This is an optimization exercise on Yosys and OpenROAD, whose aim is small area and a short achievable clock period, not a production implementation. The RTL was checked by simulation tests, not by an equivalence proof against the original design. Power figures rest on the tool's default switching activity, not on a simulated workload.

==> module getOmega, before the edit <==
module getOmega(
   input clk,
   input sck,
   input mosi,
   input ssel,
   output reg [39:0] omega,
   output reg chg,
   output wire sr40
);
    reg [2:0] SCKr;
    reg [1:0] SSELr;
    reg [1:0] MOSIr;
    always @(posedge clk) begin
        SCKr  <= {SCKr[1:0], sck};
        SSELr <= {SSELr[0], ssel};
        MOSIr <= {MOSIr[0], mosi};
    end
    wire sck_rise = ~SCKr[2] & SCKr[1];
    wire idle = SSELr[1];
    reg [40:0] sr;
    always @(posedge clk)
        if (sck_rise)
            sr <= {sr[39:0], MOSIr[1]};
    always @(posedge clk) begin
        if (idle)
            omega <= sr[39:0];
        chg <= idle & (sr[39:0] != omega);
    end
    assign sr40 = sr[40];
endmodule
==> module sd2, before the edit <==
module sd2(clk, reset, en, sd_in, bs_out, bs_out_nr);
input clk, reset;
input en;
input [11:0] sd_in;
output bs_out;
output bs_out_nr;                
reg [13:0] sd_reg1;
reg [13:0] sd_diff;              
wire ns = ~sd_reg1[13];
assign bs_out = ns;
wire [12:0] w = {~sd_in[11], sd_in[11:0]};
wire [11:0] dl = {1'b0, sd_reg1[10:0]} + {11'd0, ns};
wire [2:0] dh = sd_reg1[13:11] + {ns, ns, 1'b1} + {2'b00, dl[11]};
wire [13:0] nxd = {dh, dl[10:0]};
wire [13:0] r2 = {sd_reg1[12:0], 1'b1};
wire [13:0] hs = r2 ^ ~sd_diff ^ {1'b0, w};
wire [12:0] hc = (r2[12:0] & ~sd_diff[12:0]) | (r2[12:0] & w) | (~sd_diff[12:0] & w);
wire [13:0] s1;
wire c1_unused;
pfx_add #(.W(14), .L(4), .CI_LATE(0)) add1(.a(hs), .b({hc, ns}), .ci(ns), .s(s1), .co(c1_unused));
wire [13:0] nx1 = {s1[13] ^ ns, s1[12:0]};
wire [13:0] reg1_nx = reset ? 14'd0 : en ? nx1 : sd_reg1;
assign bs_out_nr = ~(en ? nx1[13] : sd_reg1[13]);
always @(posedge clk) begin
	sd_reg1 <= reg1_nx;
	sd_diff <= reset ? 14'd0 : en ? nxd : sd_diff;
end
endmodule
==> module main, before the edit <==
module main(
    input CLK67MHZ,
    input sckPort,
    input mosiPort,
    input sselPort,
    input resetPort,
    output upPort,
    output downPort
    );
    wire clk = CLK67MHZ;
    wire reset = resetPort;
    wire [39:0] data;
    wire        chg;
    wire        sr40;
    getOmega omega(clk, sckPort, mosiPort, sselPort, data, chg, sr40);
    wire [15:0] kl;
    wire [12:0] kp;
    wire [13:0] km;
    wire [3:0]  od, od_nx;
    bitShifter bs(clk, chg, data, sr40, kl, kp, km, od, od_nx);
    wire en, en_nx, en_nr, en_rst;
    clkDivider getClk(clk, reset, od_nx, en, en_nx, en_nr, en_rst);
    wire [1:0] sdOut;
    sigma_delta_twopiece sigma_delta_twopiece(clk, reset, en, en_nr, en_rst, kl, kp, km, sdOut);
    reg d1, up_r, dn_r;
    always @(posedge clk) begin
        d1   <= sdOut[0];
        up_r <= ~(d1 & sdOut[0]);
        dn_r <= ~(d1 | sdOut[0]);
    end
    assign upPort = up_r;
    assign downPort = dn_r;
endmodule
==> module bitShifter, before the edit <==
module bitShifter(clk, chg, inval, sr40, kl, kp, km, outdivider, outdivider_nx);
input clk;
input chg;                   
input [39:0] inval;          
input sr40;                  
output reg [15:0] kl;
output reg [12:0] kp;
output reg [13:0] km;
output reg [3:0] outdivider;
output [3:0] outdivider_nx;
reg [39:0] internal_reg;
reg [3:0] countshift;
reg enable, inreg;
wire finished = |internal_reg[39:28];
assign outdivider_nx = finished ? outdivider : countshift;
always @(posedge clk) begin
    if (chg) begin
        enable <= 1'b1;
        inreg <= 1'b1;
        countshift <= 4'd0;
    end else if (enable) begin
        inreg <= 1'b0;
        if (!inreg && finished)
            countshift <= countshift + 4'd1;
    end
    if (inreg | finished)
        internal_reg <= ({40{inreg & ~chg}} & inval)
                      | ({40{inreg & chg}} & {sr40, inval[39:1]})
                      | ({40{~inreg}} & {1'b0, internal_reg[39:1]});
    if (!finished) begin
        kl <= internal_reg[15:0];
        kp <= {1'b0, internal_reg[27:16]} + 13'd1;
        km <= {2'b00, internal_reg[27:16]} - 14'd1;
        outdivider <= countshift;
    end
end
endmodule
clock: 10.0 ns
lec_check: 0
abc_area: 1
cap_margin: 20
core_margin: 2
core_utilization: 40
cts_cluster_diameter: 120
cts_cluster_size: 24
slew_margin: 20
tns_end_percent: 30
standard.sh (not shown) runs the stock make flow with config.mk's settings and CLKGATE_MAP_FILE= SYNTH_SCRIPT=/design/flow/synth_recipe.tcl, a recipe that flattens the netlist after the stock synthesis.
==> flow/flow/run.sh <==
#!/bin/bash
set -euo pipefail
bash standard.sh SETUP_SLACK_MARGIN=7.0 finish > flow_standard.log 2>&1
The first run finished clean.
Then changed:
--- a/flow/design.v
+++ b/flow/design.v
@@ -7,5 +7,5 @@
    output reg [39:0] omega,
    output reg chg,
-   output wire sr40
+   output wire [39:0] prev
 );
     reg [2:0] SCKr;
@@ -28,5 +28,5 @@
         chg <= idle & (sr[39:0] != omega);
     end
-    assign sr40 = sr[40];
+    assign prev = chg ? sr[40:1] : omega;
 endmodule
 module pfx_add #(parameter W = 8, parameter L = 3, parameter CI_LATE = 1) (a, b, ci, s, co);    
@@ -105,14 +105,15 @@
 output bs_out_nr;                
 reg [13:0] sd_reg1;
-reg [13:0] sd_diff;              
+reg [13:0] sd_reg2;
 wire ns = ~sd_reg1[13];
 assign bs_out = ns;
+wire [11:0] v = {~sd_in[11], sd_in[10:0]};
 wire [12:0] w = {~sd_in[11], sd_in[11:0]};
-wire [11:0] dl = {1'b0, sd_reg1[10:0]} + {11'd0, ns};
-wire [2:0] dh = sd_reg1[13:11] + {ns, ns, 1'b1} + {2'b00, dl[11]};
-wire [13:0] nxd = {dh, dl[10:0]};
-wire [13:0] r2 = {sd_reg1[12:0], 1'b1};
-wire [13:0] hs = r2 ^ ~sd_diff ^ {1'b0, w};
-wire [12:0] hc = (r2[12:0] & ~sd_diff[12:0]) | (r2[12:0] & w) | (~sd_diff[12:0] & w);
+wire [13:0] s2;
+wire c2_unused;
+pfx_add #(.W(14), .L(4), .CI_LATE(0)) add2(.a(sd_reg2), .b({1'b0, ns, v}), .ci(ns), .s(s2), .co(c2_unused));
+wire [13:0] nx2 = {s2[13] ^ ns, s2[12:0]};
+wire [13:0] hs = sd_reg1 ^ sd_reg2 ^ {1'b0, w};
+wire [12:0] hc = (sd_reg1[12:0] & sd_reg2[12:0]) | (sd_reg1[12:0] & w) | (sd_reg2[12:0] & w);
 wire [13:0] s1;
 wire c1_unused;
@@ -123,5 +124,5 @@
 always @(posedge clk) begin
 	sd_reg1 <= reg1_nx;
-	sd_diff <= reset ? 14'd0 : en ? nxd : sd_diff;
+	sd_reg2 <= reset ? 14'd0 : en ? nx2 : sd_reg2;
 end
 endmodule
@@ -250,11 +251,11 @@
     wire [39:0] data;
     wire        chg;
-    wire        sr40;
-    getOmega omega(clk, sckPort, mosiPort, sselPort, data, chg, sr40);
+    wire [39:0] prev;
+    getOmega omega(clk, sckPort, mosiPort, sselPort, data, chg, prev);
     wire [15:0] kl;
     wire [12:0] kp;
     wire [13:0] km;
     wire [3:0]  od, od_nx;
-    bitShifter bs(clk, chg, data, sr40, kl, kp, km, od, od_nx);
+    bitShifter bs(clk, chg, prev, kl, kp, km, od, od_nx);
     wire en, en_nx, en_nr, en_rst;
     clkDivider getClk(clk, reset, od_nx, en, en_nx, en_nr, en_rst);
@@ -270,9 +271,8 @@
     assign downPort = dn_r;
 endmodule
-module bitShifter(clk, chg, inval, sr40, kl, kp, km, outdivider, outdivider_nx);
+module bitShifter(clk, chg, prev, kl, kp, km, outdivider, outdivider_nx);
 input clk;
 input chg;                   
-input [39:0] inval;          
-input sr40;                  
+input [39:0] prev;           
 output reg [15:0] kl;
 output reg [12:0] kp;
@@ -295,8 +295,8 @@
             countshift <= countshift + 4'd1;
     end
-    if (inreg | finished)
-        internal_reg <= ({40{inreg & ~chg}} & inval)
-                      | ({40{inreg & chg}} & {sr40, inval[39:1]})
-                      | ({40{~inreg}} & {1'b0, internal_reg[39:1]});
+    if (inreg)
+        internal_reg <= prev;
+    else if (finished)
+        internal_reg <= internal_reg >> 1;
     if (!finished) begin
         kl <= internal_reg[15:0];
Clock skew fell by 0.0046 ns; total power rose by 20%; maximum frequency hardly moves; setup slack hardly moves; die area rose by 2.5%; count of clock-buffer cells in the layout fell by 1; cell area rose by 2.0%; routed wire length rose by 3.1%; combinational power rose by 120%; first-iteration DRC count fell by 8.7%; global-route usage hardly moves; critical path depth is unchanged.

## what the ideal ports hide
The results above use ideal ports. As a check the final layouts listed here were re-extracted and re-timed, cells and wires unchanged. Step 1, drivers: a clkbuf_16 drives CLK67MHZ and a buf_2 each remaining input, both assumed. Step 2 moves the port delays by t, midway between the first and last clock arrival at a register: inputs arrive t later, outputs are due t later. That takes back most of the time a late clock gives input paths. Three values: ideal, step 1, step 2; two values: the first two.
run	t (ns)	setup WS [ns]	worst setup path after step 2
the first run	0.605	7.024 / 6.967 / 6.563	input to register
the second run	0.591	7.024 / 6.967 / 6.607	input to register
After both steps setup and hold are still met in every run listed. The setup slack of the first run, which loses most, moves by -0.057 ns with the drivers and by -0.461 ns with both steps.
